From an optimization exercise on the open Yosys and OpenROAD flow, aimed at small area and a short achievable clock period; shortcuts taken in it are not production practice. In this exercise RTL edits were held to simulation tests only and were not proved equivalent to the original. Power is estimated from default activity; no workload was simulated.

## exp/garnet
## sparc_exu_alu
module sparc_exu_alu
(
   alu_byp_rd_data_e, exu_ifu_brpc_e, exu_lsu_ldst_va_e,
   exu_lsu_early_va_e, exu_mmu_early_va_e, alu_ecl_add_n64_e,
   alu_ecl_add_n32_e, alu_ecl_log_n64_e, alu_ecl_log_n32_e,
   alu_ecl_zhigh_e, alu_ecl_zlow_e, exu_ifu_regz_e,
   alu_ecl_adderin2_63_e, alu_ecl_adderin2_31_e,
   alu_ecl_adder_out_63_e, alu_ecl_cout32_e, alu_ecl_cout64_e_l,
   alu_ecl_mem_addr_invalid_e_l,
   cen, rclk, byp_alu_rs1_data_e, byp_alu_rs2_data_e_l,
   byp_alu_rs3_data_e, byp_alu_rcc_data_e, ecl_alu_cin_e,
   ifu_exu_invert_d, ecl_alu_log_sel_and_e, ecl_alu_log_sel_or_e,
   ecl_alu_log_sel_xor_e, ecl_alu_log_sel_move_e,
   ecl_alu_out_sel_sum_e_l, ecl_alu_out_sel_rs3_e_l,
   ecl_alu_out_sel_shift_e_l, ecl_alu_out_sel_logic_e_l,
   shft_alu_shift_out_e, ecl_alu_sethi_inst_e, ifu_lsu_casa_e
   );
Size: roughly 1,200 cells after synthesis, ~520 I/O pins, roughly 9100 sq um of cells after synthesis.
export LEC_CHECK = 0
export CAP_MARGIN = 20
export CORE_MARGIN = 2
export CORE_UTILIZATION = 40
export CTS_BUF_LIST = sky130_fd_sc_hd__clkbuf_8
export CTS_CLUSTER_DIAMETER = 100
export CTS_CLUSTER_SIZE = 30
export SETUP_SLACK_MARGIN = 2.85
export SLEW_MARGIN = 20
export SYNTH_HIERARCHICAL = 1
create_clock -name core_clock -period 9.0 [get_ports {rclk}]
standard.sh (not shown) runs the stock make flow with config.mk's settings and CLKGATE_MAP_FILE= SYNTH_SCRIPT=/design/flow/synth_recipe.tcl, a recipe that flattens the netlist after the stock synthesis.
==> flow/flow/run.sh <==
#!/bin/bash
# The standard layout (standard.sh) with these changes:
#  - the smallest buffer (buf_1) on every port;
#  - in a copy of ORFS's scripts folder, synthesis maps the adder's carry
#    network (module alu_carry) with ABC script flow/abc_fast.script and the
#    rest with flow/abc.script (patch_synth.py edits synth.tcl to do so).
# Extra ORFS settings: 'CTS_ARGS=-sink_clustering_enable -repair_clock_nets -sink_clustering_size 30 -sink_clustering_max_diameter 100 -buf_list sky130_fd_sc_hd__clkbuf_8 -dont_use_dummy_load'
# Each ORFS step writes its full log under orfs/logs/; make's output goes to
# standard_flow.log.
set -euo pipefail
rm -rf scripts_abc
cp -r "$FLOW_HOME/scripts" scripts_abc
cp flow/abc.script scripts_abc/abc_speed.script
cp flow/abc_fast.script scripts_abc/abc_fast.script
python3 flow/patch_synth.py scripts_abc/synth.tcl
export BUFFER_PORTS_ARGS="-buffer_cell sky130_fd_sc_hd__buf_1"
bash standard.sh SCRIPTS_DIR="$PWD/scripts_abc" 'CTS_ARGS=-sink_clustering_enable -repair_clock_nets -sink_clustering_size 30 -sink_clustering_max_diameter 100 -buf_list sky130_fd_sc_hd__clkbuf_8 -dont_use_dummy_load' finish > standard_flow.log 2>&1
==> flow/flow/abc.script <==
&get -n
&st
&syn2
&dch -f
&nf -p -R 10
&put
topo
stime -c
dnsize -c
==> flow/flow/abc_fast.script <==
&get -n
&st
&syn2
&dch -f
&nf -p -R 10
&put
buffer -c
topo
stime -c
upsize -c
dnsize -c
==> flow/flow/patch_synth.py <==
"""Patch a copy of ORFS's synth.tcl: map module alu_carry with
abc_fast.script, and the rest of the design with the usual ABC script."""
import sys
p = sys.argv[1]
s = open(p).read()
old = '  log_cmd abc {*}$abc_args\n'
assert s.count(old) == 1, "synth.tcl: abc call not found"
new = '''  set fast_args [lreplace $abc_args 1 1 $::env(SCRIPTS_DIR)/abc_fast.script]
  if {[llength [tee -q -s result.string select -list-mod alu_carry]]} {
    log_cmd abc {*}$fast_args alu_carry
    log_cmd abc {*}$abc_args * alu_carry %d
  } else {
    log_cmd abc {*}$abc_args
  }
'''
open(p, 'w').write(s.replace(old, new))
exp/garnet closes out successfully: all stages finished, all timing, DRC and antenna checks passed.
Inputs modified between exp/garnet and exp/pepper:
- CORE_UTILIZATION: 40 -> 43
diff --git a/flow/flow/run.sh b/flow/flow/run.sh
--- a/flow/flow/run.sh
+++ b/flow/flow/run.sh
@@ -2 +2 @@
-# The standard layout (standard.sh) with these changes:
+# The standard layout (standard.sh) with two changes:
@@ -4,3 +4,2 @@
-#  - in a copy of ORFS's scripts folder, synthesis maps the adder's carry
-#    network (module alu_carry) with ABC script flow/abc_fast.script and the
-#    rest with flow/abc.script (patch_synth.py edits synth.tcl to do so).
+#  - synthesis maps with ABC script flow/abc.script (in a copy of ORFS's
+#    scripts folder, where it replaces abc_speed.script).
@@ -14,2 +12,0 @@
-cp flow/abc_fast.script scripts_abc/abc_fast.script
-python3 flow/patch_synth.py scripts_abc/synth.tcl
removed: flow/flow/abc_fast.script
removed: flow/flow/patch_synth.py
--- outcome ---
Total inserted antenna cells for exp/pepper is higher than for exp/garnet.
Looking at share of the cycle needed by the critical path after routing across exp/garnet and exp/pepper, the one that comes out higher is exp/garnet.
Delta(clock skew, exp/pepper - exp/garnet) > 0
exp/pepper ended up with a higher first-pass GRT wire length than exp/garnet did.
Between exp/garnet and exp/pepper, pin slew with the least headroom to its limit is higher for exp/garnet, exp/pepper comes in under that.
On internal power, exp/garnet and exp/pepper are basically level.
| clock power | lower: exp/garnet |
Edits applied to the flow inputs when going from exp/pepper to exp/delta:
- PLACE_DENSITY: unset -> 0.75
- CORE_UTILIZATION: 43 -> 40
- SETUP_SLACK_MARGIN: 2.85 -> 2.95
==> results.txt <==
For exp/pepper and exp/delta, there was not a single run that failed to finish clean. From exp/pepper to exp/delta the numbers moved as follows: fraction of met2 tracks used by global routing picked up an extra 1.5 points, count of plain and timing-repair buffers lost 2, global router's overall resource usage lost 3.9 points.
Setup changes, exp/delta to exp/raven
- GPL_ROUTABILITY_DRIVEN: unset -> 0
- PLACE_DENSITY: 0.75 -> unset
- SETUP_SLACK_MARGIN: 2.95 -> 2.85
==> results.txt <==
Boundary pin count: exp/delta vs exp/raven identical
On arrival time at the worst endpoint, the higher figure sits with exp/raven, not exp/delta.
exp/delta vs exp/raven, capture point of the critical path: alu_byp_rd_data_e[48] vs alu_byp_rd_data_e[47]
Looking at total wire length across exp/delta and exp/raven, the one that comes out higher is exp/delta.
| achievable frequency | exp/raven vs exp/delta | 1.2% lower |
Between exp/delta and exp/raven, post-route worst setup slack is higher for exp/delta, exp/raven comes in under that.
Going from exp/delta to exp/raven, count of fill cells added during filler insertion grows by 76.
--- input diff exp/raven..exp/ember ---
- changing CTS_CLUSTER_SIZE from 30 to 60
- changing CTS_CLUSTER_DIAMETER from 100 to 250
- removing GPL_ROUTABILITY_DRIVEN (formerly 0)
diff --git a/flow/flow/run.sh b/flow/flow/run.sh
--- a/flow/flow/run.sh
+++ b/flow/flow/run.sh
@@ -6 +6 @@
-# Extra ORFS settings: 'CTS_ARGS=-sink_clustering_enable -repair_clock_nets -sink_clustering_size 30 -sink_clustering_max_diameter 100 -buf_list sky130_fd_sc_hd__clkbuf_8 -dont_use_dummy_load'
+# Extra ORFS settings: 'CTS_ARGS=-sink_clustering_enable -repair_clock_nets -sink_clustering_size 60 -sink_clustering_max_diameter 250 -buf_list sky130_fd_sc_hd__clkbuf_8 -dont_use_dummy_load'
@@ -14 +14 @@
-bash standard.sh SCRIPTS_DIR="$PWD/scripts_abc" 'CTS_ARGS=-sink_clustering_enable -repair_clock_nets -sink_clustering_size 30 -sink_clustering_max_diameter 100 -buf_list sky130_fd_sc_hd__clkbuf_8 -dont_use_dummy_load' finish > standard_flow.log 2>&1
+bash standard.sh SCRIPTS_DIR="$PWD/scripts_abc" 'CTS_ARGS=-sink_clustering_enable -repair_clock_nets -sink_clustering_size 60 -sink_clustering_max_diameter 250 -buf_list sky130_fd_sc_hd__clkbuf_8 -dont_use_dummy_load' finish > standard_flow.log 2>&1
[summary]
Cmp exp/ember vs exp/raven: total of plain and repair buffers excluding clock buffers lower in exp/ember. Going from exp/raven to exp/ember, global routing usage on met3 ~0 delta; met3 wirelength from detailed routing +130 um; final instance count without filler cells -0.46%. Flip-flop and latch count: exp/raven vs exp/ember identical. Relative to exp/raven, buffer share of cell area has gone down in exp/ember. Combinational share of power (lower): exp/ember. The final reports for exp/ember and exp/raven show total stage count of the critical path higher in the former. Higher final critical-path setup slack among exp/raven and exp/ember: exp/ember. On clock power, exp/raven and exp/ember are neck and neck.
### exp/ember -> exp/harbor
- CTS_CLUSTER_DIAMETER: 250 -> 100
- SLEW_MARGIN: 20 -> 5
- CAP_MARGIN: 20 -> 5
- CTS_CLUSTER_SIZE: 60 -> 30
diff --git a/flow/flow/run.sh b/flow/flow/run.sh
--- a/flow/flow/run.sh
+++ b/flow/flow/run.sh
@@ -6 +6 @@
-# Extra ORFS settings: 'CTS_ARGS=-sink_clustering_enable -repair_clock_nets -sink_clustering_size 60 -sink_clustering_max_diameter 250 -buf_list sky130_fd_sc_hd__clkbuf_8 -dont_use_dummy_load'
+# Extra ORFS settings: 'CTS_ARGS=-sink_clustering_enable -repair_clock_nets -sink_clustering_size 30 -sink_clustering_max_diameter 100 -buf_list sky130_fd_sc_hd__clkbuf_8 -dont_use_dummy_load'
@@ -14 +14 @@
-bash standard.sh SCRIPTS_DIR="$PWD/scripts_abc" 'CTS_ARGS=-sink_clustering_enable -repair_clock_nets -sink_clustering_size 60 -sink_clustering_max_diameter 250 -buf_list sky130_fd_sc_hd__clkbuf_8 -dont_use_dummy_load' finish > standard_flow.log 2>&1
+bash standard.sh SCRIPTS_DIR="$PWD/scripts_abc" 'CTS_ARGS=-sink_clustering_enable -repair_clock_nets -sink_clustering_size 30 -sink_clustering_max_diameter 100 -buf_list sky130_fd_sc_hd__clkbuf_8 -dont_use_dummy_load' finish > standard_flow.log 2>&1
## What came out
exp/harbor finished all stages; the layout is clean.
From exp/ember to exp/harbor the numbers moved as follows: total power shows no meaningful change, required time of the critical path has remained practically unchanged.
exp/harbor vs. exp/ember: pin count of the biggest net entering global routing stayed essentially flat, count of buffer and inverter cells on the critical path stayed essentially flat, die area stayed essentially flat.
From exp/ember to exp/harbor, pre-CTS setup slack did not move at all.

## separate check: timing with driven ports
In the flow no input, the clock included, has a driving cell. The finished layouts below were timed again as built, in two steps. Step 1: set_driving_cell puts a clkbuf_16 on rclk and a buf_2 on each other input, an assumption about the parent block. Step 2, shift: input delay + t, output delay - t, t = (earliest + latest rising clock arrival at the registers) / 2. This alone moves slack from input paths to output paths. a / b / c = no drivers / after step 1 / after step 2; a / b = the first two.
| run | t (ns) | setup WS [ns] | worst hold slack (ns) | worst setup path after step 2 | slew at the worst register clock pin (ns) |
|---|---|---|---|---|---|
| exp/garnet | 0.401 | 2.964 / 2.932 / 2.932 | 1.254 / 1.254 / 1.254 | input to output | 0.09 / 0.09 |
| exp/pepper | 0.413 | 3.052 / 3.005 / 3.005 | 1.302 / 1.302 / 1.302 | input to output | 0.09 / 0.09 |
| exp/delta | 0.418 | 3.046 / 3.018 / 3.018 | 1.288 / 1.288 / 1.288 | input to output | 0.09 / 0.09 |
| exp/raven | 0.407 | 2.975 / 2.951 / 2.951 | 1.259 / 1.259 / 1.259 | input to output | 0.09 / 0.09 |
| exp/ember | 0.408 | 3.017 / 2.996 / 2.996 | 1.271 / 1.271 / 1.271 | input to output | 0.08 / 0.08 |
| exp/harbor | 0.408 | 3.017 / 2.996 / 2.996 | 1.271 / 1.271 / 1.271 | input to output | 0.08 / 0.08 |
After both steps setup and hold are still met in every run listed. The setup slack of exp/pepper, which loses most, moves by -0.047 ns with the drivers and by -0.047 ns with both steps.
